This is an optimization exercise on Yosys and OpenROAD, whose aim is small area, not a production implementation. Where RTL was checked, it was by simulation tests only, not by an equivalence proof against the original. The RTL of run 5 was laid out without a check of its function. No activity file was given, so power comes from the tool's default toggle rates.

**design/flow/flow/run.sh**
```bash
#!/bin/bash
# The standard ORFS layout (standard.sh) with three changes:
#  - ABC maps the logic with an area-oriented script (flow/abc_area.script),
#    otherwise the synthesis is synth_recipe.tcl unchanged;
#  - the ports get buf_1 buffers;
#  - the clock tree uses clkbuf_8 over sink clusters of up to 20 flip-flops,
#    without dummy loads.
set -euo pipefail
here=$(pwd)
export BUFFER_PORTS_ARGS="-buffer_cell sky130_fd_sc_hd__buf_1"
export CTS_ARGS="-sink_clustering_enable -repair_clock_nets -dont_use_dummy_load -sink_clustering_size 20 -sink_clustering_max_diameter 50 -buf_list sky130_fd_sc_hd__clkbuf_8"
if [[ -f flow/abc_area.script ]]; then
  { head -n 1 synth_recipe.tcl
    echo "proc abc {args} { set i [lsearch -exact \$args -script]; if {\$i >= 0} { lset args [expr {\$i+1}] $here/flow/abc_area.script }; yosys abc {*}\$args }"
    tail -n +2 synth_recipe.tcl; } > own_synth.tcl
  sed "s#SYNTH_SCRIPT=[^ ]*#SYNTH_SCRIPT=$here/own_synth.tcl#" standard.sh > own_standard.sh
else
  cp standard.sh own_standard.sh
fi
bash own_standard.sh > standard_flow.log 2>&1
```
**design/flow/standard.sh**
```bash
#!/bin/bash
# synth_recipe.tcl (not shown) runs the flow's synth.tcl, then flattens the netlist and writes it again
# the make line also repeats each setting of config.mk as NAME=value (left out here)
make -C /OpenROAD-flow-scripts/flow DESIGN_CONFIG=/design/flow/config.mk WORK_HOME=/design/flow/orfs CLKGATE_MAP_FILE= SYNTH_SCRIPT=/design/flow/synth_recipe.tcl "${@:-finish}"
```
**design/flow/config.mk**
```make
export PLATFORM = sky130hd
export DESIGN_NAME = ly_2257_7
export DESIGN_NICKNAME = ly_2257_7
export VERILOG_FILES = /design/flow/design.v
export SDC_FILE = /design/flow/constraint.sdc
export NUM_CORES = 4
export LEC_CHECK = 0
export CAP_MARGIN = 20
export CORE_MARGIN = 2
export CORE_UTILIZATION = 40
export SLEW_MARGIN = 20
```
**design/flow/constraint.sdc**
```tcl
create_clock -name core_clock -period 10.0 [get_ports {clk_in}]
set_input_delay 2.0000 -clock core_clock [delete_from_list [all_inputs] [get_ports {clk_in}]]
set_output_delay 2.0000 -clock core_clock [all_outputs]
set_load 0.01 [all_outputs]
```
**design/flow/design.v**
```verilog
module ly_2257_7_lfsr(clk_in, rst, det);
parameter K    = 14;
parameter FT   = 0;
parameter NN   = 0;
parameter A    = 0;
parameter B    = 0;
parameter J    = 0;
parameter [K-1:0] X    = 0;
parameter [K-1:0] MASK = 0;
parameter [K-1:0] RSTV = 0;
parameter [K-1:0] INV  = 0;
input  clk_in;
input  rst;
output det;
reg  [K-1:0] t;                  
wire [K-1:0] s = t ^ INV;        
assign det = ((s ^ X) & MASK) == 0;
wire x = s[A];
wire y = s[B];
wire g = (FT == 0) ? x :
         (FT == 1) ? (x & y) :
         (FT == 2) ? (x | y) :
         (FT == 3) ? (x ^ y) : (x & ~y);
wire fb = s[K-1] ^ g ^ NN;
localparam XG  = (FT == 0) ? X[A] :
                 (FT == 1) ? (X[A] & X[B]) :
                 (FT == 2) ? (X[A] | X[B]) :
                 (FT == 3) ? (X[A] ^ X[B]) : (X[A] & ~X[B]);
localparam XJ  = (J == 0) ? !(X[K-1] ^ XG ^ NN) : !X[(J == 0) ? 0 : J-1];
wire [K-1:0] nat = {s[K-2:0], fb};
reg  [K-1:0] n;
always @(*)
begin
	n = nat;
	if(det)
		n[J] = XJ;
end
always @(posedge clk_in or negedge rst)
begin
	if(!rst)
		t <= RSTV ^ INV;
	else
		t <= n ^ INV;
end
endmodule
module ly_2257_7_1(clk_in,rst,clk_div);
parameter K    = 14;
parameter FT   = 0;
parameter NN   = 0;
parameter A    = 0;
parameter B    = 0;
parameter J    = 0;
parameter [K-1:0] X    = 0;
parameter [K-1:0] MASK = 0;
parameter [K-1:0] RSTV = 0;
parameter [K-1:0] INV  = 0;
input       clk_in;
input       rst;
output reg  clk_div;
wire det;
ly_2257_7_lfsr #(.K(K), .FT(FT), .NN(NN), .A(A), .B(B), .J(J),
                 .X(X), .MASK(MASK), .RSTV(RSTV), .INV(INV)) cnt(clk_in, rst, det);
always@(posedge clk_in or negedge rst)
begin
	if(!rst)
		clk_div <= 0;
	else if(det)
		clk_div <= !clk_div;
end
endmodule
module ly_2257_7_2(oct,dig,codeout);
input oct;
input [2:0] dig;
output reg [7:0] codeout;
always@ (*)
	begin
		codeout[7] = oct;
		case(dig)
			3'd1:    codeout[6:0] = 7'b000_0110;     
			3'd2:    codeout[6:0] = 7'b101_1011;     
			3'd3:    codeout[6:0] = 7'b100_1111;     
			3'd4:    codeout[6:0] = 7'b110_0110;     
			3'd5:    codeout[6:0] = 7'b110_1101;     
			3'd6:    codeout[6:0] = 7'b111_1100;     
			3'd7:    codeout[6:0] = 7'b000_0111;     
			default: codeout[6:0] = 7'b011_1111;     
		endcase
	end
endmodule
module ly_2257_7_3(clk_in,rst,auto,Key,clk_out,clk_out2,codeout,low,middle);
input clk_in;
input rst;
input auto;
input [13:0]  Key;
output reg   clk_out;
output reg   clk_out2;
output [7:0] codeout;
output wire  [6:0] low;
output wire  [6:0] middle;
ly_2257_7_1 #(.K(14), .FT(2), .NN(0), .A(3), .B(4), .J(7), .X(14'd8095), .MASK(14'd16315), .RSTV(14'd16319), .INV(14'd16383)) l1(clk_in,rst,low[0]);
ly_2257_7_1 #(.K(14), .FT(0), .NN(0), .A(0), .B(0), .J(11), .X(14'd9865), .MASK(14'd11775), .RSTV(14'd1298), .INV(14'd0)) l2(clk_in,rst,low[1]);
ly_2257_7_1 #(.K(14), .FT(4), .NN(1), .A(8), .B(3), .J(0), .X(14'd1026), .MASK(14'd7159), .RSTV(14'd2052), .INV(14'd0)) l3(clk_in,rst,low[2]);
ly_2257_7_1 #(.K(14), .FT(2), .NN(0), .A(4), .B(7), .J(1), .X(14'd8158), .MASK(14'd7166), .RSTV(14'd16319), .INV(14'd16383)) l4(clk_in,rst,low[3]);
ly_2257_7_1 #(.K(13), .FT(0), .NN(0), .A(2), .B(0), .J(9), .X(13'd4359), .MASK(13'd7935), .RSTV(13'd14), .INV(13'd0)) l5(clk_in,rst,low[4]);
ly_2257_7_1 #(.K(13), .FT(0), .NN(0), .A(3), .B(0), .J(4), .X(13'd4085), .MASK(13'd8063), .RSTV(13'd8186), .INV(13'd8191)) l6(clk_in,rst,low[5]);
ly_2257_7_1 #(.K(13), .FT(0), .NN(0), .A(9), .B(0), .J(3), .X(13'd5924), .MASK(13'd2047), .RSTV(13'd3648), .INV(13'd0)) l7(clk_in,rst,low[6]);
ly_2257_7_1 #(.K(13), .FT(0), .NN(0), .A(11), .B(0), .J(5), .X(13'd3686), .MASK(13'd6655), .RSTV(13'd7405), .INV(13'd8191)) m1(clk_in,rst,middle[0]);
ly_2257_7_1 #(.K(13), .FT(0), .NN(0), .A(7), .B(0), .J(11), .X(13'd2559), .MASK(13'd3071), .RSTV(13'd7167), .INV(13'd8191)) m2(clk_in,rst,middle[1]);
ly_2257_7_1 #(.K(13), .FT(0), .NN(0), .A(3), .B(0), .J(8), .X(13'd3869), .MASK(13'd5119), .RSTV(13'd7995), .INV(13'd8191)) m3(clk_in,rst,middle[2]);
ly_2257_7_1 #(.K(13), .FT(2), .NN(0), .A(7), .B(10), .J(1), .X(13'd4094), .MASK(13'd6109), .RSTV(13'd8191), .INV(13'd8191)) m4(clk_in,rst,middle[3]);
ly_2257_7_1 #(.K(12), .FT(4), .NN(1), .A(2), .B(1), .J(9), .X(12'd3741), .MASK(12'd3839), .RSTV(12'd3899), .INV(12'd4095)) m5(clk_in,rst,middle[4]);
ly_2257_7_1 #(.K(12), .FT(2), .NN(0), .A(4), .B(7), .J(5), .X(12'd3090), .MASK(12'd4083), .RSTV(12'd2052), .INV(12'd0)) m6(clk_in,rst,middle[5]);
ly_2257_7_1 #(.K(12), .FT(2), .NN(0), .A(2), .B(10), .J(0), .X(12'd4087), .MASK(12'd2045), .RSTV(12'd4079), .INV(12'd4095)) m7(clk_in,rst,middle[6]);
wire step_4HZ;
ly_2257_7_lfsr #(.K(14), .FT(2), .NN(0), .A(5), .B(8), .J(7), .X(14'd9324), .MASK(14'd16255), .RSTV(14'd13437), .INV(14'd16383)) tempo(clk_in,rst,step_4HZ);
reg [5:0] count;
always @(posedge clk_in or negedge rst)
begin
	if(!rst)
		count   <= 0;
	else
	begin
		if(auto && step_4HZ)
		begin
			if(count == 61)
				count <= 0;
			else
				count <= count + 1'b1;
		end
	end
end
reg       toct;
reg [2:0] tdig;
reg       tmulti;
reg [2:0] ldig, mdig;
integer   i;
always @(*)
begin
	ldig = 3'd0;
	mdig = 3'd0;
	for(i = 6; i >= 0; i = i - 1)
	begin
		if(Key[i])   ldig = i + 1;
		if(Key[i+7]) mdig = i + 1;
	end
end
wire       koct   = (ldig == 3'd0) && (mdig != 3'd0);
wire [2:0] kdig   = koct ? mdig : ldig;
wire       kmulti = |(Key & (Key - 14'd1));
always @(posedge clk_in or negedge rst)
begin
	if(!rst)
	begin
		toct   <= 1'b0;
		tdig   <= 3'd0;
		tmulti <= 1'b0;
	end
	else
	begin
		if(!auto)
		begin
			toct   <= koct;
			tdig   <= kdig;
			tmulti <= kmulti;
		end
		else
		begin
			case(count)
				 1: begin toct <= 1'b0; tdig <= 3'd0; end
				 2: begin toct <= 1'b1; tdig <= 3'd3; end
				 3: begin toct <= 1'b1; tdig <= 3'd5; end
				 4: begin toct <= 1'b1; tdig <= 3'd3; end
				 5: begin toct <= 1'b1; tdig <= 3'd2; end
				 6: begin toct <= 1'b1; tdig <= 3'd3; end
				 7: begin toct <= 1'b1; tdig <= 3'd5; end
				 8: begin toct <= 1'b1; tdig <= 3'd3; end
				 9: begin toct <= 1'b1; tdig <= 3'd2; end
				10: begin toct <= 1'b1; tdig <= 3'd2; end
				11: begin toct <= 1'b1; tdig <= 3'd5; end
				12: begin toct <= 1'b1; tdig <= 3'd3; end
				13: begin toct <= 1'b1; tdig <= 3'd2; end
				14: begin toct <= 1'b1; tdig <= 3'd3; end
				15: begin toct <= 1'b1; tdig <= 3'd5; end
				16: begin toct <= 1'b1; tdig <= 3'd2; end
				17: begin toct <= 1'b1; tdig <= 3'd1; end
				18: begin toct <= 1'b1; tdig <= 3'd1; end
				19: begin toct <= 1'b1; tdig <= 3'd1; end
				20: begin toct <= 1'b1; tdig <= 3'd2; end
				21: begin toct <= 1'b1; tdig <= 3'd3; end
				22: begin toct <= 1'b1; tdig <= 3'd6; end
				23: begin toct <= 1'b1; tdig <= 3'd6; end
				24: begin toct <= 1'b1; tdig <= 3'd3; end
				25: begin toct <= 1'b1; tdig <= 3'd2; end
				26: begin toct <= 1'b1; tdig <= 3'd2; end
				27: begin toct <= 1'b1; tdig <= 3'd2; end
				28: begin toct <= 1'b1; tdig <= 3'd1; end
				29: begin toct <= 1'b1; tdig <= 3'd2; end
				30: begin toct <= 1'b1; tdig <= 3'd3; end
				31: begin toct <= 1'b1; tdig <= 3'd3; end
				32: begin toct <= 1'b1; tdig <= 3'd5; end
				33: begin toct <= 1'b1; tdig <= 3'd3; end
				34: begin toct <= 1'b1; tdig <= 3'd5; end
				35: begin toct <= 1'b1; tdig <= 3'd5; end
				36: begin toct <= 1'b1; tdig <= 3'd3; end
				37: begin toct <= 1'b1; tdig <= 3'd2; end
				38: begin toct <= 1'b1; tdig <= 3'd3; end
				39: begin toct <= 1'b1; tdig <= 3'd5; end
				40: begin toct <= 1'b1; tdig <= 3'd3; end
				41: begin toct <= 1'b1; tdig <= 3'd2; end
				42: begin toct <= 1'b1; tdig <= 3'd3; end
				43: begin toct <= 1'b1; tdig <= 3'd5; end
				44: begin toct <= 1'b1; tdig <= 3'd3; end
				45: begin toct <= 1'b0; tdig <= 3'd5; end
				46: begin toct <= 1'b1; tdig <= 3'd6; end
				47: begin toct <= 1'b1; tdig <= 3'd6; end
				48: begin toct <= 1'b1; tdig <= 3'd3; end
				49: begin toct <= 1'b1; tdig <= 3'd3; end
				50: begin toct <= 1'b1; tdig <= 3'd3; end
				51: begin toct <= 1'b1; tdig <= 3'd2; end
				52: begin toct <= 1'b1; tdig <= 3'd1; end
				53: begin toct <= 1'b1; tdig <= 3'd2; end
				54: begin toct <= 1'b1; tdig <= 3'd3; end
				55: begin toct <= 1'b1; tdig <= 3'd2; end
				56: begin toct <= 1'b1; tdig <= 3'd1; end
				57: begin toct <= 1'b1; tdig <= 3'd2; end
				58: begin toct <= 1'b1; tdig <= 3'd3; end
				59: begin toct <= 1'b1; tdig <= 3'd2; end
				60: begin toct <= 1'b1; tdig <= 3'd6; end
				61: begin toct <= 1'b1; tdig <= 3'd6; end
			endcase
			if(count != 0)
				tmulti <= 1'b0;
		end
	end
end
wire [7:0] lwave = {low, 1'b0};
wire [7:0] mwave = {middle, 1'b0};
always@(*)
	clk_out = (toct ? mwave[tdig] : lwave[tdig]) & !tmulti;
always @(*)	clk_out2 = clk_out;
ly_2257_7_2 show(
	.oct(toct),
	.dig(tdig),
	.codeout(codeout)
);
endmodule
module ly_2257_7(clk_in,rst,auto,Key,clk_out,clk_out2,codeout,low,middle);
input 		clk_in; 
input 		rst; 
input			auto; 
input [13:0]Key;
output wire [7:0]	codeout;  
output wire	clk_out;		 
output wire clk_out2;	 
output wire [6:0]low;
output wire [6:0]middle;
ly_2257_7_3 play(
	.clk_in(clk_in),
	.rst(rst),
	.auto(auto),
	.Key(Key) ,
	.clk_out(clk_out),
	.codeout(codeout),
	.low(low),
	.clk_out2(clk_out2),
	.middle(middle)
);
endmodule
```
==> results.yml, run 1 <==
drt:
  routed_wl_um: 13500
  post_drt_wl_per_cell_um: 16.7
  via_per_inst: 5.16
  wl_met3_um: 549
  routed.top_layer: "met4"
  vias: 4167
  dr.pass1.iters: 4
  route.antenna.remaining_nets: 0
  drc_errors: 0
  drtIter0Drc: 252
  drt-met1-wl_um: 6540
  dr_wl_met2_um: 6050
hold_path:
  min_to: "play.m4.cnt.t[2]"
  hp-class: "reg2reg"
  hold_depth: 0
  min_from: "play.m4.cnt.t[1]"
power:
  power.leakage_uw: 0.00352
  cellPowerDensity_nw_per_um2: 172
  vdd_ir_drop_max_uv: 68.8
  power_uw: 1420
grt:
  grt_usage_pct: 13.8
  grt_remaining_overflow: 0
  grt_max_degree: 88
  grt_pass1_wl_um: 22300
  grt_pass1_vias: 4308
  antenna_found_initial: 0
synth:
  synth_top_area_cell: "dfrtp_1"
  synth.area.top_cells: "dfrtp_1 61%, dfstp_2 12%, xnor2_1 2.2%"
  ys.flop_type: "dfrtp_1"
  async_flop_share_pct: 100
  synth_edf_count: 0
  synth_cells: 538
  yosysSeqAreaShare_pct: 72.9
  yosysTopAreaCellShare_pct: 60.6
  syn_nets: 560
  ys_warn_count: 31
  syn_area_um2: 7680
  syn_avg_cell_area_um2: 14.3
  ys_types: 59
  synth-seq-cells: 222
sta:
  timing.setup.tns_ns: 0
  fin_crit_ns: 4.36
  final-setup-viol-count: 0
  tightest_slew_ns: 0.929
  hold_viol: 0
  fin_skew_ns: 0.0566
  period_share_pct: 43.6
  slew_headroom_pct: 38.1
  clock.fmax_ghz: 0.229
  grt_setup_unrepaired: "false"
  maxSlewViolCount: 0
setup_path:
  reg2reg_to: "play.tdig[2]"
  r2r_start: "play.count[1]"
  cp.arrival_ns: 2.36
  r2r_slack_ns: 7.27
  cp_max_fo: 9
  r2r_cells: 8
  critPathRequiredTime_ns: 8.00
  endpoint_kind: "output pin"
  startpoint_type: "register"
  crit_type: "reg2out"
final_layout:
  fillers: 1679
  syn2layout_area_growth_pct: 7.34
  drive_gt1_share_pct: 12.0
  insertedDiodeCount: 0
  layout_commonest_cell: "dfrtp_1"
  instances_no_fill: 807
  layout.nets: 597
  final_cell_mix: "186 x dfrtp_1, 39 x buf_1, 36 x dfstp_2"
  final_util_pct: 44.0
floorplan:
  rows: 50
  start_util_pct: 40.9
  dieArea_um2: 20300
  ios: 41
  core-area_um2: 18800
  die_h_um: 143
  die-width_um: 143
cts:
  cts-root-buf: "clkbuf_8"
  clk_latency_ns: 0.52
  cts_hold_buf: 0
  htreeDepth: 1
  numCtsBuffers: 21
  cts_resized: 0
  post_cts.repair.setup_buffers: 0
  cts_tree: "yes"
  cts_sinks: 222
  clk_path_buf_depth: 3
  clk_pin_slew_worst_paths_ns: 0.10
status:
  status: "complete, no violations"
place:
  port_buffers: 40
  routabilityCongestion: 0.848
  dp_hpwl_um: 9130
  dp.cells: 786
run:
  drv_cap: 0
-- Yosys cell counts, types with 12 or more instances --
cell and n:
dfrtp_1 186, dfstp_2 36, nor2_1 31, nand2_1 22
a21oi_1 20, o21ai_0 20, xnor2_1 19, buf_4 18
nor4_1 14, inv_1 13, nand3_1 13, xor2_1 13
and2_1 12, nor3_1 12, nor4b_1 12
-- power by group --
| group | internal, uW | switching, uW | leakage (uW) |
|---|---|---|---|
| registers | 901 | 8.88 | 0.00265 |
| logic | 18.5 | 45.5 | 0.000722 |
| clock network | 188 | 261 | 0.000151 |
| total | 1110 | 315 | 0.00352 |
-- worst max-delay path by stage --
stage	startpoint	to	slack (ns)	depth (start not counted)
finish	play.tdig[0]	clk_out	5.64	5
global route	play.tdig[0]	clk_out2	5.47	5
CTS	play.tdig[0]	clk_out	5.56	5
detailed placement	rst	play.tmulti	6.08	2
global placement	play.tdig[0]	clk_out	6.16	5
floorplan	play.tdig[0]	clk_out2	6.25	6
-- final cells by class --
class	instances	area, um^2	area share (%)
clock buffers	21	289	3.50
inverters	13	48.8	0.592
multi-input cells	275	1850	22.4
flip-flops and latches	222	5600	67.9
well taps	234	293	3.55
repair buffers	42	173	2.09
-- metal layers --
metal  track usage, %  up-vias
li1                 -     1934
met1             20.4     2123
met2             20.5       87
met3             2.86       23
met4             4.64        0
met5                0        -
-- kinds of logic after synthesis --
logic type | count (synthesis) | synth area share, %
compound gates | 76 | 6.64
xor+xnor | 32 | 3.65
fa+ha+maj | 6 | 0.944
buf+inv | 41 | 3.11
flops | 222 | 72.9
mux | 7 | 1.27
simple gates | 154 | 11.5
-- metrics by stage --
step	area, um^2	hold slack (ns)	setup slack (ns)
after global placement	7960	0.334	6.16
after global routing	8250	0.334	5.47
after floorplan	7680	0.331	6.25
final	8250	0.326	5.64
after CTS	8250	0.326	5.56
after detailed placement	7960	0.335	6.08
-- registers in the layout, indices dropped and copies added (netlist names), 14 cells and up --
register and count:
play.l3.cnt.t 14, play.l1.cnt.t 14, play.tempo.t 14, play.l4.cnt.t 14, play.l2.cnt.t 14
-- worst max-delay path: stages (launching register included) --
cell and delay [ns]:
dfrtp_1 0.55, mux4_2 0.55, mux2_2 0.28, a21oi_1 0.25, nor2_1 0.09, buf_1 0.14
==> run 2: changes to the inputs <==
==> design/flow/flow/abc_area.script (new file) <==
strash
&get -n
&dch -f
&nf -R 1000 -a
&put
topo
==> run 2 against run 1 <==
Against the previous run: still clean on timing, DRC and antenna; sequential share of layout area rose by 0.64 points; worst setup slack improved by 0.17 ns; fmax rose by 4.2%; sequential cell count did not move; non-clock buffer count did not move; global-route usage barely moved; clock power fell by 11%; wire length fell by 1.9%; synthesized area fell by 1.2%; sequential power fell by 0.9%; final area fell by 0.94%; synthesized cell count rose by 0.56%; largest power group unchanged.
==> results.yml, run 2 <==
status:
  status: "complete, no violations"
synth:
  synth-seq-cells: 222
  syn_avg_cell_area_um2: 14.0
  syn_area_um2: 7600
  yosysSeqAreaShare_pct: 73.7
  synth_cells: 541
  ys_types: 50
  synth.area.top_cells: "dfrtp_1 61%, dfstp_2 12%, xnor2_1 2.4%"
  synth_edf_count: 0
  ys.flop_type: "dfrtp_1"
  synth_common_cells: "186 x dfrtp_1, 39 x nand2_1, 36 x dfstp_2"
  synth_most_common_cell: "dfrtp_1"
  ys_warn_count: 31
  async_flop_share_pct: 100
  synth_top_area_cell: "dfrtp_1"
  yosysTopAreaCellShare_pct: 61.3
  syn_nets: 563
sta:
  final-setup-viol-count: 0
  clock.fmax_ghz: 0.239
  fin_crit_ns: 4.19
  tightest_slew_ns: 0.964
  grt_setup_unrepaired: "false"
  hold_viol: 0
  timing.setup.tns_ns: 0
  fin_skew_ns: 0.0915
  slew_headroom_pct: 35.7
  period_share_pct: 41.9
  maxSlewViolCount: 0
floorplan:
  start_util_pct: 40.7
  ios: 41
  core-area_um2: 18600
  die_h_um: 142
  die-width_um: 142
  dieArea_um2: 20100
  rows: 50
cts:
  cts_sinks: 222
  clk_pin_slew_worst_paths_ns: 0.10
  cts_resized: 0
  htreeDepth: 1
  numCtsBuffers: 17
  clk_latency_ns: 0.50
  cts-root-buf: "clkbuf_8"
  clk_path_buf_depth: 3
  cts_tree: "yes"
  post_cts.repair.setup_buffers: 0
  cts_hold_buf: 0
drt:
  route.antenna.remaining_nets: 0
  routed_wl_um: 13200
  drtIter0Drc: 342
  drc_errors: 0
  dr.pass1.iters: 4
  vias: 4236
  post_drt_wl_per_cell_um: 16.2
  via_per_inst: 5.18
final_layout:
  insertedDiodeCount: 0
  fillers: 1688
  syn2layout_area_growth_pct: 7.58
  layout.nets: 608
  instances_no_fill: 818
  layout_commonest_cell: "dfrtp_1"
  drive_gt1_share_pct: 10.1
  final_cell_mix: "186 x dfrtp_1, 39 x nand2_1, 39 x buf_1"
power:
  intPower_uw: 1060
  switching_share_pct: 20.8
  clkPwrFrac_pct: 29.8
  vdd_ir_drop_max_uv: 60.2
  p_seq_share_pct: 67.4
  pwr-share-comb_pct: 2.8
  cellPowerDensity_nw_per_um2: 164
  power.leakage_uw: 0.00340
  switchingPower_uw: 278
setup_path:
  critPathRequiredTime_ns: 8.00
  startpoint_type: "register"
  cp_max_fo: 11
  crit_type: "reg2out"
  cp_common_cell: "a21oi_1"
  cpPeakStageDelay_ns: 0.57
  cp.arrival_ns: 2.19
  path_buf_inv: 1
  crit_family: "simple AND/OR/NAND/NOR gates"
  endpoint_kind: "output pin"
  slowest_stage: "dfrtp_1"
  worstPathCellList: "nor2b_1 > o21ai_0 > a21oi_1 > a21oi_1 > nor2_1 > a21oi_1 > nor2_1 > buf_1"
place:
  dp_hpwl_um: 9100
  routabilityCongestion: 0.923
  dp.cells: 801
  port_buffers: 40
grt:
  grt_pass1_wl_um: 22400
  grt_pass1_vias: 4421
  antenna_found_initial: 0
  grt_max_degree: 80
  grt_usage_pct: 13.8
  grt_remaining_overflow: 0
hold_path:
  hp-class: "reg2reg"
run:
  drv_cap: 0
run 2: metrics by stage:
stage                     worst slack, ns  util [%]  hold slack (ns)  power [uW]  instance area [um^2]
after detailed placement             6.18      42.6            0.336         958                  7940
after global routing                 5.57      43.8            0.336        1400                  8170
after floorplan                      6.50         -            0.331         930                  7600
after CTS                            5.75      43.8            0.329        1360                  8170
after global placement               6.28      42.6            0.332         956                  7940
final                                5.81      43.8            0.327        1340                  8170
run 2: final timing paths:
| kind | start | to | slack (ns) | cells after the start |
|---|---|---|---|---|
| max | play.tdig[0] | clk_out | 5.81 | 8 |
| min | play.l4.cnt.t[10] | play.l4.cnt.t[11] | 0.33 | 0 |
| max reg2reg | play.count[0] | play.tdig[0] | 7.52 | 9 |
| min reg2reg | play.l4.cnt.t[10] | play.l4.cnt.t[11] | 0.33 | 0 |
| max in group asynchronous | rst | play.count[5] | 6.75 | 2 |
| min in group asynchronous | rst | play.l5.cnt.t[11] | 1.67 | 1 |
run 2: kinds of logic after synthesis:
| group | Yosys count | share of synthesized area, % |
|---|---|---|
| AOI/OAI and AO/OA | 66 | 5.45 |
| xor gates and xnor gates | 32 | 3.69 |
| adders and majority gates | 6 | 0.955 |
| buffers and inverters | 24 | 1.98 |
| DFF | 222 | 73.7 |
| muxes | 4 | 1.02 |
| and+or+nand+nor | 187 | 13.2 |
run 2: worst reg2reg max path: cells and delay by family, from the launching register on:
kind                       cells  cell delay [ns]
DFF                            1             0.47
AOI/OAI and AO/OA              3             0.79
buffers and inverters          1             0.15
adders and majority gates      1             0.30
and+or+nand+nor                4             0.70
run 2: layout make-up:
class,instances,area [um^2],area share [%]
repair buffers,42,169,2.07
inverters,8,30.0,0.367
multi-input cells,295,1850,22.6
clock buffers,17,234,2.86
flip-flops and latches,222,5600,68.5
well taps,234,293,3.58
run 2: power groups by stage:
stage / Clock [uW] / Combinational [uW] / Sequential, uW
after global placement: 0 / 37.4 / 919
final: 399 / 38.0 / 902
after detailed placement: 0 / 39.1 / 919
after global routing: 454 / 44.1 / 903
after CTS: 417 / 39.2 / 902
after floorplan: 0 / 11.6 / 918
run 2: per-layer routing:
layer	vias up	wire [um]	GRT usage [%]
met5	-	0	0
met4	0	289	4.47
met3	26	635	2.73
met2	97	5780	20.6
met1	2155	6520	20.4
li1	1958	-	-
==> run 3: changes to the inputs <==
--- a/design/flow/design.v
+++ b/design/flow/design.v
@@ -97,22 +97,22 @@
 output [7:0] codeout;
 output wire  [6:0] low;
 output wire  [6:0] middle;
-ly_2257_7_1 #(.K(14), .FT(2), .NN(0), .A(3), .B(4), .J(7), .X(14'd8095), .MASK(14'd16315), .RSTV(14'd16319), .INV(14'd16383)) l1(clk_in,rst,low[0]);
-ly_2257_7_1 #(.K(14), .FT(0), .NN(0), .A(0), .B(0), .J(11), .X(14'd9865), .MASK(14'd11775), .RSTV(14'd1298), .INV(14'd0)) l2(clk_in,rst,low[1]);
-ly_2257_7_1 #(.K(14), .FT(4), .NN(1), .A(8), .B(3), .J(0), .X(14'd1026), .MASK(14'd7159), .RSTV(14'd2052), .INV(14'd0)) l3(clk_in,rst,low[2]);
-ly_2257_7_1 #(.K(14), .FT(2), .NN(0), .A(4), .B(7), .J(1), .X(14'd8158), .MASK(14'd7166), .RSTV(14'd16319), .INV(14'd16383)) l4(clk_in,rst,low[3]);
-ly_2257_7_1 #(.K(13), .FT(0), .NN(0), .A(2), .B(0), .J(9), .X(13'd4359), .MASK(13'd7935), .RSTV(13'd14), .INV(13'd0)) l5(clk_in,rst,low[4]);
-ly_2257_7_1 #(.K(13), .FT(0), .NN(0), .A(3), .B(0), .J(4), .X(13'd4085), .MASK(13'd8063), .RSTV(13'd8186), .INV(13'd8191)) l6(clk_in,rst,low[5]);
-ly_2257_7_1 #(.K(13), .FT(0), .NN(0), .A(9), .B(0), .J(3), .X(13'd5924), .MASK(13'd2047), .RSTV(13'd3648), .INV(13'd0)) l7(clk_in,rst,low[6]);
-ly_2257_7_1 #(.K(13), .FT(0), .NN(0), .A(11), .B(0), .J(5), .X(13'd3686), .MASK(13'd6655), .RSTV(13'd7405), .INV(13'd8191)) m1(clk_in,rst,middle[0]);
-ly_2257_7_1 #(.K(13), .FT(0), .NN(0), .A(7), .B(0), .J(11), .X(13'd2559), .MASK(13'd3071), .RSTV(13'd7167), .INV(13'd8191)) m2(clk_in,rst,middle[1]);
-ly_2257_7_1 #(.K(13), .FT(0), .NN(0), .A(3), .B(0), .J(8), .X(13'd3869), .MASK(13'd5119), .RSTV(13'd7995), .INV(13'd8191)) m3(clk_in,rst,middle[2]);
-ly_2257_7_1 #(.K(13), .FT(2), .NN(0), .A(7), .B(10), .J(1), .X(13'd4094), .MASK(13'd6109), .RSTV(13'd8191), .INV(13'd8191)) m4(clk_in,rst,middle[3]);
-ly_2257_7_1 #(.K(12), .FT(4), .NN(1), .A(2), .B(1), .J(9), .X(12'd3741), .MASK(12'd3839), .RSTV(12'd3899), .INV(12'd4095)) m5(clk_in,rst,middle[4]);
-ly_2257_7_1 #(.K(12), .FT(2), .NN(0), .A(4), .B(7), .J(5), .X(12'd3090), .MASK(12'd4083), .RSTV(12'd2052), .INV(12'd0)) m6(clk_in,rst,middle[5]);
-ly_2257_7_1 #(.K(12), .FT(2), .NN(0), .A(2), .B(10), .J(0), .X(12'd4087), .MASK(12'd2045), .RSTV(12'd4079), .INV(12'd4095)) m7(clk_in,rst,middle[6]);
+ly_2257_7_1 #(.K(14), .FT(1), .NN(1), .A(2), .B(9), .J(3), .X(14'd68), .MASK(14'd16251), .RSTV(14'd129), .INV(14'd0)) l1(clk_in,rst,low[0]);
+ly_2257_7_1 #(.K(14), .FT(4), .NN(1), .A(4), .B(11), .J(8), .X(14'd8799), .MASK(14'd16376), .RSTV(14'd1471), .INV(14'd255)) l2(clk_in,rst,low[1]);
+ly_2257_7_1 #(.K(14), .FT(4), .NN(1), .A(3), .B(8), .J(11), .X(14'd1919), .MASK(14'd11262), .RSTV(14'd1791), .INV(14'd2047)) l3(clk_in,rst,low[2]);
+ly_2257_7_1 #(.K(14), .FT(2), .NN(0), .A(11), .B(12), .J(1), .X(14'd4389), .MASK(14'd11991), .RSTV(14'd8777), .INV(14'd1)) l4(clk_in,rst,low[3]);
+ly_2257_7_1 #(.K(13), .FT(0), .NN(0), .A(2), .B(0), .J(8), .X(13'd6275), .MASK(13'd8183), .RSTV(13'd4103), .INV(13'd0)) l5(clk_in,rst,low[4]);
+ly_2257_7_1 #(.K(13), .FT(0), .NN(0), .A(3), .B(0), .J(4), .X(13'd4085), .MASK(13'd8189), .RSTV(13'd8186), .INV(13'd8176)) l6(clk_in,rst,low[5]);
+ly_2257_7_1 #(.K(13), .FT(1), .NN(1), .A(10), .B(11), .J(7), .X(13'd4040), .MASK(13'd7162), .RSTV(13'd7952), .INV(13'd8064)) l7(clk_in,rst,low[6]);
+ly_2257_7_1 #(.K(13), .FT(0), .NN(0), .A(2), .B(0), .J(10), .X(13'd3688), .MASK(13'd6907), .RSTV(13'd6352), .INV(13'd7168)) m1(clk_in,rst,middle[0]);
+ly_2257_7_1 #(.K(13), .FT(0), .NN(0), .A(7), .B(0), .J(12), .X(13'd5119), .MASK(13'd6142), .RSTV(13'd6142), .INV(13'd8191)) m2(clk_in,rst,middle[1]);
+ly_2257_7_1 #(.K(13), .FT(0), .NN(0), .A(7), .B(0), .J(3), .X(13'd7352), .MASK(13'd7407), .RSTV(13'd6520), .INV(13'd8184)) m3(clk_in,rst,middle[2]);
+ly_2257_7_1 #(.K(13), .FT(1), .NN(1), .A(1), .B(4), .J(1), .X(13'd3), .MASK(13'd7930), .RSTV(13'd5), .INV(13'd1)) m4(clk_in,rst,middle[3]);
+ly_2257_7_1 #(.K(12), .FT(4), .NN(1), .A(1), .B(2), .J(9), .X(12'd354), .MASK(12'd4079), .RSTV(12'd196), .INV(12'd0)) m5(clk_in,rst,middle[4]);
+ly_2257_7_1 #(.K(12), .FT(1), .NN(1), .A(1), .B(2), .J(2), .X(12'd4031), .MASK(12'd4030), .RSTV(12'd3963), .INV(12'd4095)) m6(clk_in,rst,middle[5]);
+ly_2257_7_1 #(.K(12), .FT(0), .NN(0), .A(0), .B(0), .J(6), .X(12'd1224), .MASK(12'd4055), .RSTV(12'd2512), .INV(12'd4032)) m7(clk_in,rst,middle[6]);
 wire step_4HZ;
-ly_2257_7_lfsr #(.K(14), .FT(2), .NN(0), .A(5), .B(8), .J(7), .X(14'd9324), .MASK(14'd16255), .RSTV(14'd13437), .INV(14'd16383)) tempo(clk_in,rst,step_4HZ);
+ly_2257_7_lfsr #(.K(14), .FT(1), .NN(1), .A(4), .B(7), .J(1), .X(14'd3557), .MASK(14'd15343), .RSTV(14'd5763), .INV(14'd1)) tempo(clk_in,rst,step_4HZ);
 reg [5:0] count;
 always @(posedge clk_in or negedge rst)
 begin
==> run 3 against run 2 <==
Against the previous run: clock-buffer cell count up 2; still clean; worst setup slack worse by 0.046 ns; fmax shrank 1.1%; highest routed layer unchanged; global-route usage fell by 0.15 points; largest power group unchanged; sequential cell count unchanged.
==> results.yml, run 3 <==
cts:
  numCtsBuffers: 19
  cts_resized: 0
  cts-root-buf: "clkbuf_8"
  clk_latency_ns: 0.51
  cts_tree: "yes"
  clk_path_buf_depth: 3
  htreeDepth: 1
  post_cts.repair.setup_buffers: 0
  cts_sinks: 222
  cts_hold_buf: 0
  clk_pin_slew_worst_paths_ns: 0.11
power:
  power_uw: 1380
  vdd_ir_drop_max_uv: 60.5
  power.leakage_uw: 0.00332
  cellPowerDensity_nw_per_um2: 169
synth:
  synth-seq-cells: 222
  synth_common_cells: "181 x dfrtp_1, 51 x nand2_1, 46 x nor2_1"
  syn_nets: 569
  ys_types: 42
  syn_area_um2: 7560
  synth_most_common_cell: "dfrtp_1"
  synth_edf_count: 0
  synth_cells: 548
  async_flop_share_pct: 100
  synth.area.top_cells: "dfrtp_1 60%, dfstp_2 14%, nand2_1 2.5%"
  syn_avg_cell_area_um2: 13.8
  ys_warn_count: 31
  synth_top_area_cell: "dfrtp_1"
  yosysSeqAreaShare_pct: 74.2
  ys.flop_type: "dfrtp_1"
  yosysTopAreaCellShare_pct: 59.9
drt:
  via_per_inst: 5.19
  post_drt_wl_per_cell_um: 15.9
  vias: 4294
  drtIter0Drc: 371
  routed_wl_um: 13200
  drc_errors: 0
  route.antenna.remaining_nets: 0
  dr.pass1.iters: 5
final_layout:
  drive_gt1_share_pct: 11.1
  insertedDiodeCount: 0
  layout_commonest_cell: "dfrtp_1"
  fillers: 1694
  syn2layout_area_growth_pct: 7.98
  layout.nets: 616
  final_area_um2: 8160
  final_cell_mix: "181 x dfrtp_1, 51 x nand2_1, 46 x nor2_1"
setup_path:
  cpPeakStageDelay_ns: 0.55
  crit_family: "multiplexers"
  path_buf_inv: 1
  slowest_stage: "mux4_2"
  startpoint_type: "register"
  critPathRequiredTime_ns: 8.00
  cp_common_cell: "a21oi_1"
  endpoint_kind: "output pin"
  crit_type: "reg2out"
  cp_max_fo: 7
  cp.arrival_ns: 2.24
  worstPathCellList: "mux4_2 > nand2_1 > a21oi_1 > a21oi_1 > nor2_1 > buf_1"
floorplan:
  die-width_um: 141
  ios: 41
  core-area_um2: 18600
  start_util_pct: 40.6
  rows: 50
  dieArea_um2: 20000
  die_h_um: 141
place:
  routabilityCongestion: 0.881
  port_buffers: 40
  pre_cts_ws_ns: 6.02
  dp_hpwl_um: 8780
  dpl_cell_area_um2: 7900
sta:
  fin_crit_ns: 4.24
  timing.final.ws_setup_ns: 5.76
  clock.fmax_ghz: 0.236
  hold_slack_ns: 0.340
  final-setup-viol-count: 0
  tightest_slew_ns: 1.02
  period_share_pct: 42.4
  grt_setup_unrepaired: "false"
  hold_viol: 0
  slew_headroom_pct: 31.6
  timing.setup.tns_ns: 0
  maxSlewViolCount: 0
  fin_skew_ns: 0.0586
grt:
  grt_remaining_overflow: 0
  antenna_found_initial: 0
  grt_max_degree: 82
  grt_pass1_wl_um: 22300
  grt_pass1_vias: 4388
  grt_usage_pct: 13.6
hold_path:
  hp-class: "reg2reg"
run:
  drv_cap: 0
status:
  status: "complete, no violations"
## run 3: path summary, 6_finish.rpt
path                       slack (ns)  cells past startpoint             start          endpoint
setup / recovery                 5.76                      6         play.toct          clk_out2
hold / removal                   0.34                      0  play.m4.cnt.t[7]  play.m4.cnt.t[8]
setup reg to reg                 7.08                      8     play.count[0]      play.tdig[0]
hold reg to reg                  0.34                      0  play.m4.cnt.t[7]  play.m4.cnt.t[8]
max in group asynchronous        6.84                      2               rst   play.tempo.t[8]
min in group asynchronous        1.62                      1               rst  play.m1.cnt.t[0]
## run 3: worst register-to-register path: stages (launching register included)
cell and delay [ns]:
dfrtp_1 0.47, clkinv_1 0.14, ha_1 0.32, nand2_1 0.19
o22ai_1 0.15, or4_1 0.52, or3_1 0.42, nor4b_1 0.51
a221o_1 0.22
## run 3: layer usage
metal  global-route usage (%)  part of all wire [%]
met5                        0                     0
met4                     5.32                   3.0
met3                     2.26                   4.7
met2                     19.4                    43
met1                     20.9                    50
## run 3: per-stage QoR
step                cells  utilization [%]
CTS                   827             43.8
global placement      808             42.4
floorplan             548                -
global route          827             43.8
detailed placement    808             42.4
finish                827             43.8
## run 3: layout make-up
| cell class | instances | area (um^2) | share of cell area [%] |
|---|---|---|---|
| Clock buffer | 19 | 262 | 3.20 |
| Inverter | 6 | 22.5 | 0.276 |
| Multi-Input combinational cell | 304 | 1810 | 22.2 |
| Sequential cell | 222 | 5610 | 68.7 |
| Tap cell | 234 | 293 | 3.59 |
| Timing Repair Buffer | 42 | 169 | 2.07 |
## run 3: cells by family after synthesis
group,share of synthesized area (%)
DFF,74.2
and+or+nand+nor,13.4
AOI/OAI and AO/OA,5.69
xor gates and xnor gates,3.36
buffers and inverters,1.89
adders and majority gates,0.662
muxes,0.894
## run 3: power by group
group          internal [uW]  total (uW)  switching (uW)
clock network            171         429             258
logic                   11.8        46.0            34.2
registers                900         904            4.15
==> run 4: changes to the inputs <==
==> design/flow/flow/run.sh (replaced) <==
#!/bin/bash
# The standard ORFS layout (standard.sh) with three changes:
#  - ABC maps the logic with an area-oriented script (flow/abc_area.script),
#    otherwise the synthesis is synth_recipe.tcl unchanged;
#  - the ports get buf_1 buffers;
#  - the clock tree uses clkbuf_8 over sink clusters of up to 20 flip-flops (80 um across),
#    without dummy loads.
set -euo pipefail
here=$(pwd)
export BUFFER_PORTS_ARGS="-buffer_cell sky130_fd_sc_hd__buf_1"
export CTS_ARGS="-sink_clustering_enable -repair_clock_nets -dont_use_dummy_load -sink_clustering_size 20 -sink_clustering_max_diameter 80 -buf_list sky130_fd_sc_hd__clkbuf_8"
if [[ -f flow/abc_area.script ]]; then
  { head -n 1 synth_recipe.tcl
    echo "proc abc {args} { set i [lsearch -exact \$args -script]; if {\$i >= 0} { lset args [expr {\$i+1}] $here/flow/abc_area.script }; yosys abc {*}\$args }"
    tail -n +2 synth_recipe.tcl; } > own_synth.tcl
  sed "s#SYNTH_SCRIPT=[^ ]*#SYNTH_SCRIPT=$here/own_synth.tcl#" standard.sh > own_standard.sh
else
  cp standard.sh own_standard.sh
fi
bash own_standard.sh > standard_flow.log 2>&1
--- a/design/flow/config.mk
+++ b/design/flow/config.mk
@@ -7,5 +7,6 @@
 export LEC_CHECK = 0
 export CAP_MARGIN = 20
 export CORE_MARGIN = 2
-export CORE_UTILIZATION = 40
+export CORE_UTILIZATION = 60
+export PLACE_DENSITY = 0.75
 export SLEW_MARGIN = 20
==> run 4 against run 3 <==
Against the previous run: still clean on timing, DRC and antenna; worst hold slack worse by 0.035 ns; final cell count is 8.0% lower; worst setup slack improved by 0.075 ns; via count decreased by 0.65%; largest power group unchanged; fmax rose by 1.8%; clock skew shrank 0.0027 ns; largest cell class unchanged; wire length fell by 3.1%.
==> results.yml, run 4 <==
hold_path:
  min_to: "play.l7.cnt.t[3]"
  hp-class: "reg2reg"
  min_from: "play.l7.cnt.t[2]"
  hold_depth: 0
grt:
  grt_max_degree: 89
  antenna_found_initial: 0
  grt_usage_pct: 19.5
  grt_remaining_overflow: 0
  grt_pass1_wl_um: 21000
  grt_pass1_vias: 4297
final_layout:
  final_cell_mix: "181 x dfrtp_1, 51 x nand2_1, 46 x nor2_1"
  layout_commonest_cell: "dfrtp_1"
  layout.area.seq_um2: 5610
  multi_input_area_um2: 1810
  drive_gt1_share_pct: 10.5
  layout.nets: 612
  insertedDiodeCount: 0
  fillers: 945
  syn2layout_area_growth_pct: 6.27
power:
  cellPowerDensity_nw_per_um2: 165
  clkPwrFrac_pct: 28.5
  pwr-share-comb_pct: 3.4
  switchingPower_uw: 280
  p_seq_share_pct: 68.1
  power.leakage_uw: 0.00330
  switching_share_pct: 21.1
  power_uw: 1330
  intPower_uw: 1050
  vdd_ir_drop_max_uv: 128
place:
  dp_hpwl_um: 8690
  routabilityCongestion: 0.909
  pre_cts_ws_ns: 6.00
  port_buffers: 40
setup_path:
  cp.arrival_ns: 2.16
  cp_max_fo: 7
  cp_common_cell: "a21oi_1"
  r2r_cells: 7
  reg2reg_to: "play.tdig[0]"
  r2r_start: "play.count[0]"
  cpPeakStageDelay_ns: 0.57
  endpoint_kind: "output pin"
  r2r_slack_ns: 6.98
  crit_type: "reg2out"
  critPathRequiredTime_ns: 8.00
  startpoint_type: "register"
  slowest_stage: "mux4_2"
  crit_path_start: "play.toct"
  worstPathCellList: "mux4_2 > nand2_1 > a21oi_1 > a21oi_1 > nor2_1 > buf_1"
drt:
  via_per_inst: 5.61
  post_drt_wl_per_cell_um: 16.8
  drc_errors: 0
  route.antenna.remaining_nets: 0
  vias: 4266
  drtIter0Drc: 291
  routed_wl_um: 12800
  dr.pass1.iters: 4
synth:
  async_flop_share_pct: 100
  yosysTopAreaCellShare_pct: 59.9
  ys_types: 42
  synth-seq-cells: 222
  syn_avg_cell_area_um2: 13.8
  synth.area.top_cells: "dfrtp_1 60%, dfstp_2 14%, nand2_1 2.5%"
  synth_most_common_cell: "dfrtp_1"
  ys_warn_count: 31
  synth_top_area_cell: "dfrtp_1"
  yosysSeqAreaShare_pct: 74.2
  syn_nets: 569
  synth_cells: 548
  syn_area_um2: 7560
  synth_common_cells: "181 x dfrtp_1, 51 x nand2_1, 46 x nor2_1"
  synth_edf_count: 0
  ys.flop_type: "dfrtp_1"
floorplan:
  die_h_um: 116
  core-area_um2: 12500
  die-width_um: 116
  rows: 41
  ios: 41
  dieArea_um2: 13500
  start_util_pct: 60.7
sta:
  tightest_slew_ns: 1.06
  hold_viol: 0
  slew_headroom_pct: 28.5
  period_share_pct: 41.6
  hold_slack_ns: 0.305
  final-setup-viol-count: 0
  timing.setup.tns_ns: 0
  timing.final.ws_setup_ns: 5.84
  fin_skew_ns: 0.0559
  grt_setup_unrepaired: "false"
  clock.fmax_ghz: 0.240
  maxSlewViolCount: 0
  fin_crit_ns: 4.16
cts:
  clk_latency_ns: 0.49
  clk_path_buf_depth: 3
  cts_tree: "yes"
  htreeDepth: 1
  post_cts.repair.setup_buffers: 0
  cts-root-buf: "clkbuf_8"
  cts_resized: 0
  cts_sinks: 222
  numCtsBuffers: 15
  cts_hold_buf: 0
  clk_pin_slew_worst_paths_ns: 0.11
status:
  status: "complete, no violations"
run:
  drv_cap: 0
## run 4: cell families after synthesis
family | count (synthesis) | share of synthesized area [%]
adder cells (fa/ha/maj) | 4 | 0.662
XOR/XNOR | 29 | 3.36
multiplexers | 3 | 0.894
AO/OA/AOI/OAI | 71 | 5.69
AND/OR/NAND/NOR | 197 | 13.4
flip-flops | 222 | 74.2
buffers and inverters | 22 | 1.89
## run 4: metal layers
metal  share of wire [%]  routed length, um  vias up  track usage (%)
met4                 1.9                248        0             5.16
li1                    -                  -     1975                -
met1                  48               6070     2146             29.5
met3                 5.3                676       25             3.32
met5                   0                  0        -                0
met2                  45               5760      120             30.0
## run 4: cell type report
type	instances	share of cell area (%)
Tap cell	172	2.68
Timing Repair Buffer	42	2.15
Multi-Input combinational cell	304	22.5
Inverter	6	0.280
Clock buffer	15	2.57
Sequential cell	222	69.8
## run 4: worst max-delay path: cells and delay by family, from the launching register on
family	cells	cell delay, ns
AOI/OAI and AO/OA	2	0.27
buffers and inverters	1	0.14
DFF	1	0.55
muxes	1	0.57
and+or+nand+nor	2	0.19
## run 4: power groups by stage
stage | Sequential (uW) | Combinational (uW) | Clock [uW]
detailed placement | 921 | 46.2 | 0
global route | 905 | 52.7 | 434
CTS | 905 | 46.4 | 396
global placement | 921 | 44.1 | 0
finish | 905 | 45.6 | 378
floorplan | 920 | 18.0 | 0
## run 4: worst max path at each step
stage,to
floorplan,play.tmulti
global placement,play.tmulti
detailed placement,play.tmulti
CTS,clk_out
global route,clk_out2
finish,clk_out
## run 4: per-stage QoR
stage | utilization (%) | cell area [um^2] | cells
after floorplan | - | 7560 | 548
after CTS | 64.4 | 8030 | 761
after global routing | 64.5 | 8040 | 761
after global placement | 62.8 | 7830 | 746
after detailed placement | 62.8 | 7830 | 746
final | 64.5 | 8040 | 761
==> run 5: changes to the inputs <==
--- a/design/flow/design.v
+++ b/design/flow/design.v
@@ -43,7 +43,7 @@
 		t <= n ^ INV;
 end
 endmodule
-module ly_2257_7_1(clk_in,rst,clk_div);
+module ly_2257_7_1(clk_in,rst,en,clk_div);
 parameter K    = 14;
 parameter FT   = 0;
 parameter NN   = 0;
@@ -56,6 +56,7 @@
 parameter [K-1:0] INV  = 0;
 input       clk_in;
 input       rst;
+input       en;
 output reg  clk_div;
 wire det;
 ly_2257_7_lfsr #(.K(K), .FT(FT), .NN(NN), .A(A), .B(B), .J(J),
@@ -64,7 +65,7 @@
 begin
 	if(!rst)
 		clk_div <= 0;
-	else if(det)
+	else if(en && det)
 		clk_div <= !clk_div;
 end
 endmodule
@@ -97,22 +98,38 @@
 output [7:0] codeout;
 output wire  [6:0] low;
 output wire  [6:0] middle;
-ly_2257_7_1 #(.K(14), .FT(1), .NN(1), .A(2), .B(9), .J(3), .X(14'd68), .MASK(14'd16251), .RSTV(14'd129), .INV(14'd0)) l1(clk_in,rst,low[0]);
-ly_2257_7_1 #(.K(14), .FT(4), .NN(1), .A(4), .B(11), .J(8), .X(14'd8799), .MASK(14'd16376), .RSTV(14'd1471), .INV(14'd255)) l2(clk_in,rst,low[1]);
-ly_2257_7_1 #(.K(14), .FT(4), .NN(1), .A(3), .B(8), .J(11), .X(14'd1919), .MASK(14'd11262), .RSTV(14'd1791), .INV(14'd2047)) l3(clk_in,rst,low[2]);
-ly_2257_7_1 #(.K(14), .FT(2), .NN(0), .A(11), .B(12), .J(1), .X(14'd4389), .MASK(14'd11991), .RSTV(14'd8777), .INV(14'd1)) l4(clk_in,rst,low[3]);
-ly_2257_7_1 #(.K(13), .FT(0), .NN(0), .A(2), .B(0), .J(8), .X(13'd6275), .MASK(13'd8183), .RSTV(13'd4103), .INV(13'd0)) l5(clk_in,rst,low[4]);
-ly_2257_7_1 #(.K(13), .FT(0), .NN(0), .A(3), .B(0), .J(4), .X(13'd4085), .MASK(13'd8189), .RSTV(13'd8186), .INV(13'd8176)) l6(clk_in,rst,low[5]);
-ly_2257_7_1 #(.K(13), .FT(1), .NN(1), .A(10), .B(11), .J(7), .X(13'd4040), .MASK(13'd7162), .RSTV(13'd7952), .INV(13'd8064)) l7(clk_in,rst,low[6]);
-ly_2257_7_1 #(.K(13), .FT(0), .NN(0), .A(2), .B(0), .J(10), .X(13'd3688), .MASK(13'd6907), .RSTV(13'd6352), .INV(13'd7168)) m1(clk_in,rst,middle[0]);
-ly_2257_7_1 #(.K(13), .FT(0), .NN(0), .A(7), .B(0), .J(12), .X(13'd5119), .MASK(13'd6142), .RSTV(13'd6142), .INV(13'd8191)) m2(clk_in,rst,middle[1]);
-ly_2257_7_1 #(.K(13), .FT(0), .NN(0), .A(7), .B(0), .J(3), .X(13'd7352), .MASK(13'd7407), .RSTV(13'd6520), .INV(13'd8184)) m3(clk_in,rst,middle[2]);
-ly_2257_7_1 #(.K(13), .FT(1), .NN(1), .A(1), .B(4), .J(1), .X(13'd3), .MASK(13'd7930), .RSTV(13'd5), .INV(13'd1)) m4(clk_in,rst,middle[3]);
-ly_2257_7_1 #(.K(12), .FT(4), .NN(1), .A(1), .B(2), .J(9), .X(12'd354), .MASK(12'd4079), .RSTV(12'd196), .INV(12'd0)) m5(clk_in,rst,middle[4]);
-ly_2257_7_1 #(.K(12), .FT(1), .NN(1), .A(1), .B(2), .J(2), .X(12'd4031), .MASK(12'd4030), .RSTV(12'd3963), .INV(12'd4095)) m6(clk_in,rst,middle[5]);
-ly_2257_7_1 #(.K(12), .FT(0), .NN(0), .A(0), .B(0), .J(6), .X(12'd1224), .MASK(12'd4055), .RSTV(12'd2512), .INV(12'd4032)) m7(clk_in,rst,middle[6]);
-wire step_4HZ;
-ly_2257_7_lfsr #(.K(14), .FT(1), .NN(1), .A(4), .B(7), .J(1), .X(14'd3557), .MASK(14'd15343), .RSTV(14'd5763), .INV(14'd1)) tempo(clk_in,rst,step_4HZ);
+reg  [2:0] c8;
+wire       d2 = c8[0];
+wire       d4 = c8[0] & c8[1];
+wire       d8 = &c8;
+wire       d7, d13, d19;
+always @(posedge clk_in or negedge rst)
+begin
+	if(!rst)
+		c8 <= 3'd0;
+	else
+		c8 <= c8 + 3'd1;
+end
+ly_2257_7_lfsr #(.K(3), .FT(4), .NN(1), .A(0), .B(1), .J(0), .X(3'd3), .MASK(3'd3), .RSTV(3'd6), .INV(3'd7)) s7(clk_in,rst,d7);
+ly_2257_7_lfsr #(.K(4), .FT(0), .NN(0), .A(0), .B(0), .J(0), .X(4'd13), .MASK(4'd7), .RSTV(4'd11), .INV(4'd15)) s13(clk_in,rst,d13);
+ly_2257_7_lfsr #(.K(5), .FT(0), .NN(0), .A(0), .B(0), .J(1), .X(5'd15), .MASK(5'd14), .RSTV(5'd29), .INV(5'd31)) s19(clk_in,rst,d19);
+ly_2257_7_1 #(.K(10), .FT(0), .NN(0), .A(6), .B(0), .J(8), .X(10'd222), .MASK(10'd999), .RSTV(10'd189), .INV(10'd255)) l1(clk_in,rst,d19,low[0]);
+ly_2257_7_1 #(.K(11), .FT(0), .NN(0), .A(2), .B(0), .J(1), .X(11'd938), .MASK(11'd765), .RSTV(11'd1878), .INV(11'd2046)) l2(clk_in,rst,d8,low[1]);
+ly_2257_7_1 #(.K(5), .FT(0), .NN(0), .A(2), .B(0), .J(3), .X(5'd2), .MASK(5'd29), .RSTV(5'd12), .INV(5'd0)) l3(clk_in,rst,d4 & d7 & d13,low[2]);
+ly_2257_7_1 #(.K(13), .FT(0), .NN(0), .A(9), .B(0), .J(3), .X(13'd4134), .MASK(13'd8094), .RSTV(13'd69), .INV(13'd7)) l4(clk_in,rst,d2,low[3]);
+ly_2257_7_1 #(.K(12), .FT(1), .NN(1), .A(3), .B(6), .J(0), .X(12'd1028), .MASK(12'd4094), .RSTV(12'd2056), .INV(12'd0)) l5(clk_in,rst,d2,low[4]);
+ly_2257_7_1 #(.K(13), .FT(0), .NN(0), .A(3), .B(0), .J(4), .X(13'd4085), .MASK(13'd8189), .RSTV(13'd8186), .INV(13'd8176)) l6(clk_in,rst,1'b1,low[5]);
+ly_2257_7_1 #(.K(11), .FT(0), .NN(0), .A(3), .B(0), .J(2), .X(11'd18), .MASK(11'd1789), .RSTV(11'd32), .INV(11'd0)) l7(clk_in,rst,d4,low[6]);
+ly_2257_7_1 #(.K(12), .FT(0), .NN(0), .A(0), .B(0), .J(3), .X(12'd1057), .MASK(12'd3063), .RSTV(12'd2123), .INV(12'd7)) m1(clk_in,rst,d2,middle[0]);
+ly_2257_7_1 #(.K(13), .FT(0), .NN(0), .A(6), .B(0), .J(11), .X(13'd2564), .MASK(13'd7934), .RSTV(13'd7176), .INV(13'd6144)) m2(clk_in,rst,1'b1,middle[1]);
+ly_2257_7_1 #(.K(13), .FT(0), .NN(0), .A(7), .B(0), .J(3), .X(13'd7352), .MASK(13'd7407), .RSTV(13'd6520), .INV(13'd8184)) m3(clk_in,rst,1'b1,middle[2]);
+ly_2257_7_1 #(.K(7), .FT(0), .NN(0), .A(5), .B(0), .J(3), .X(7'd1), .MASK(7'd124), .RSTV(7'd10), .INV(7'd0)) m4(clk_in,rst,d2 & d19,middle[3]);
+ly_2257_7_1 #(.K(11), .FT(0), .NN(0), .A(7), .B(0), .J(8), .X(11'd2047), .MASK(11'd2046), .RSTV(11'd1790), .INV(11'd2047)) m5(clk_in,rst,d2,middle[4]);
+ly_2257_7_1 #(.K(9), .FT(0), .NN(0), .A(4), .B(0), .J(3), .X(9'd347), .MASK(9'd507), .RSTV(9'd190), .INV(9'd511)) m6(clk_in,rst,d7,middle[5]);
+ly_2257_7_1 #(.K(12), .FT(1), .NN(1), .A(2), .B(10), .J(0), .X(12'd8), .MASK(12'd2045), .RSTV(12'd16), .INV(12'd0)) m7(clk_in,rst,1'b1,middle[6]);
+wire t577;
+ly_2257_7_lfsr #(.K(10), .FT(0), .NN(0), .A(2), .B(0), .J(2), .X(10'd905), .MASK(10'd491), .RSTV(10'd791), .INV(10'd3)) tempo(clk_in,rst,t577);
+wire step_4HZ = !c8[0] & d13 & t577;
 reg [5:0] count;
 always @(posedge clk_in or negedge rst)
 begin
@@ -228,7 +245,7 @@
 				60: begin toct <= 1'b1; tdig <= 3'd6; end
 				61: begin toct <= 1'b1; tdig <= 3'd6; end
 			endcase
-			if(count != 0)
+			if(count != 0 && count != 62 && count != 63)
 				tmulti <= 1'b0;
 		end
 	end
--- a/design/flow/flow/run.sh
+++ b/design/flow/flow/run.sh
@@ -1,6 +1,6 @@
 #!/bin/bash
 # The standard ORFS layout (standard.sh) with three changes:
-#  - ABC maps the logic with an area-oriented script (flow/abc_area.script),
+#  - ABC restructures the logic (&deepsyn) and maps it for area (flow/abc_area.script),
 #    otherwise the synthesis is synth_recipe.tcl unchanged;
 #  - the ports get buf_1 buffers;
 #  - the clock tree uses clkbuf_8 over sink clusters of up to 20 flip-flops (80 um across),
==> design/flow/flow/abc_area.script (replaced) <==
strash
&get -n
&deepsyn -T 60
&dch -f
&nf -a
&put
topo
==> run 5 against run 4 <==
Against the previous run: sequential power down 9.1%; power down 9.3%; worst hold slack worse by 0.0017 ns; via count down 13%; register-to-register slack better by 0.67 ns; final area down 9.2%; first-iteration DRC count down 6.5%; die area down 8.9%.
==> results.yml, run 5 <==
status:
  status: "complete, no violations"
grt:
  grt_usage_pct: 18.8
  grt_pass1_wl_um: 18900
  antenna_found_initial: 0
  grt_max_degree: 92
  grt_pass1_vias: 3795
  grt_remaining_overflow: 0
synth:
  synth.area.top_cells: "dfrtp_1 60%, dfstp_2 15%, xnor2_1 2.8%"
  synth_common_cells: "164 x dfrtp_1, 38 x dfstp_2, 31 x nor2_1"
  yosysSeqAreaShare_pct: 74.3
  syn_nets: 507
  async_flop_share_pct: 100
  synth_cells: 484
  synth_most_common_cell: "dfrtp_1"
  yosysTopAreaCellShare_pct: 59.8
  synth-seq-cells: 202
  ys_types: 44
  synth_edf_count: 0
  ys_warn_count: 34
  syn_avg_cell_area_um2: 14.2
  synth_top_area_cell: "dfrtp_1"
  syn_area_um2: 6860
  ys.flop_type: "dfrtp_1"
power:
  power.leakage_uw: 0.00311
  vdd_ir_drop_max_uv: 117
  cellPowerDensity_nw_per_um2: 165
sta:
  final-setup-viol-count: 0
  timing.setup.tns_ns: 0
  fin_crit_ns: 4.24
  period_share_pct: 42.4
  maxSlewViolCount: 0
  clock.fmax_ghz: 0.236
  grt_setup_unrepaired: "false"
  fin_skew_ns: 0.0619
  tightest_slew_ns: 0.750
  slew_headroom_pct: 50.0
  hold_viol: 0
setup_path:
  r2r_cells: 7
  crit_path_start: "play.tdig[0]"
  r2r_start: "play.count[0]"
  crit_type: "reg2out"
  endpoint_kind: "output pin"
  critPathRequiredTime_ns: 8.00
  critPathCapture: "clk_out2"
  startpoint_type: "register"
  reg2reg_to: "play.tdig[1]"
  cp_max_fo: 13
  cp.arrival_ns: 2.24
  r2r_slack_ns: 7.65
drt:
  route.antenna.remaining_nets: 0
  drtIter0Drc: 272
  dr.pass1.iters: 5
  vias: 3714
  post_drt_wl_per_cell_um: 16.4
  via_per_inst: 5.57
  drc_errors: 0
  routed_wl_um: 10900
cts:
  cts-root-buf: "clkbuf_8"
  clk_latency_ns: 0.45
  post_cts.repair.setup_buffers: 0
  cts_sinks: 202
  numCtsBuffers: 14
  cts_resized: 0
  clk_pin_slew_worst_paths_ns: 0.11
  clk_path_buf_depth: 3
  cts_tree: "yes"
  htreeDepth: 1
  cts_hold_buf: 0
floorplan:
  rows: 39
  start_util_pct: 60.9
  die_h_um: 111
  die-width_um: 111
  core-area_um2: 11300
  dieArea_um2: 12300
  ios: 41
run:
  drv_cap: 0
place:
  port_buffers: 40
  dpl_cell_area_um2: 7090
  dp_hpwl_um: 7560
  routabilityCongestion: 0.890
final_layout:
  insertedDiodeCount: 0
  final_area_um2: 7290
  fillers: 814
  syn2layout_area_growth_pct: 6.23
  drive_gt1_share_pct: 10.5
  layout_commonest_cell: "dfrtp_1"
  final_cell_mix: "164 x dfrtp_1, 39 x buf_1, 38 x dfstp_2"
  layout.nets: 549
hold_path:
  hp-class: "reg2reg"
==> run 5: cell types whose count changed after synthesis, sizes merged, moves of 4 or more <==
| cell | change |
|---|---|
| nand3 | -4 |
| o21ai | -6 |
| nor4 | -4 |
| o211ai | -4 |
| dfrtp | -17 |
| nand2 | -25 |
| nor2 | -15 |
==> run 5: final cells by class <==
class	instances	area (um^2)	share of cell area, %
well taps	143	179	2.45
inverters	9	33.8	0.463
repair buffers	42	176	2.42
multi-input cells	257	1610	22.0
clock buffers	14	193	2.64
flip-flops and latches	202	5100	70.0
==> run 5: critical path, stage by stage (launching register included) <==
cell and delay [ns]:
dfrtp_1 0.56, nor2b_1 0.39, a22oi_1 0.15, nand3_1 0.11, a21oi_1 0.08, nor3_1 0.28
buf_1 0.19
==> run 5: logic make-up after synthesis <==
logic type                 after synthesis  synth area share (%)
DFF                                    202                  74.3
and+or+nand+nor                        149                  11.8
AOI/OAI and AO/OA                       69                  6.33
xor gates and xnor gates                33                  4.21
buffers and inverters                   25                  2.24
adders and majority gates                6                  1.09
==> run 5: report_power, final <==
part           switching, uW  leakage [uW]  internal [uW]
logic                   31.1      0.000580           11.1
clock network            214      0.000101            127
registers               3.83       0.00243            819
==> run 5: how the worst min path moves through the flow <==
stage | start | endpoint | slack (ns) | cells after the start
after global routing | play.m2.cnt.t[9] | play.m2.cnt.t[10] | 0.31 | 0
final | play.m2.cnt.t[9] | play.m2.cnt.t[10] | 0.30 | 0
after CTS | play.m2.cnt.t[9] | play.m2.cnt.t[10] | 0.30 | 0
after detailed placement | play.l7.cnt.t[8] | play.l7.cnt.t[9] | 0.33 | 0
after global placement | play.m2.cnt.t[0] | play.m2.cnt.t[1] | 0.33 | 0
after floorplan | play.l1.cnt.t[3] | play.l1.cnt.t[4] | 0.33 | 0
==> run 5: routing by layer <==
| metal | part of all wire, % | GRT usage, % | wire length (um) | vias to the layer above |
|---|---|---|---|---|
| li1 | - | - | - | 1750 |
| met1 | 48 | 29.2 | 5260 | 1867 |
| met2 | 45 | 27.9 | 4930 | 75 |
| met3 | 3.8 | 3.28 | 419 | 22 |
| met4 | 2.8 | 5.83 | 308 | 0 |
| met5 | 0 | 0 | 0 | - |
==> run 5: per-stage QoR <==
stage	setup slack (ns)	hold WS, ns	total power [uW]	utilization (%)	instances
finish	5.76	0.303	1210	64.7	667
global route	5.61	0.306	1260	64.7	667
CTS	5.77	0.301	1220	64.6	667
detailed placement	6.30	0.335	880	62.9	653
global placement	6.41	0.334	878	62.9	653
floorplan	6.40	0.331	853	-	484

-- afterwards: timing with drivers on the ports --
In the flow no input, the clock included, has a driving cell. The finished layouts below were timed again as built, in two steps. Step 1: set_driving_cell puts a clkbuf_16 on clk_in and a buf_2 on each other input, an assumption about the parent block. Step 2 also shifts input and output timing later by t, the mid clock arrival at the registers, as if the neighbouring blocks saw the same clock. a / b / c = ideal / step 1 / step 2; a / b = the first two.
run	t, ns	setup slack, ns	hold WS [ns]	worst setup path after step 2
run 1	0.526	5.636 / 5.599 / 6.125	0.326 / 0.326 / 0.326	register to output
run 2	0.491	5.810 / 5.774 / 6.237	0.327 / 0.327 / 0.327	input to register
run 3	0.524	5.764 / 5.726 / 5.937	0.340 / 0.340 / 0.340	input to register
run 4	0.503	5.840 / 5.803 / 5.910	0.305 / 0.305 / 0.305	input to register
run 5	0.469	5.764 / 5.730 / 6.198	0.303 / 0.303 / 0.303	register to output
After both steps every run listed still meets setup and hold.
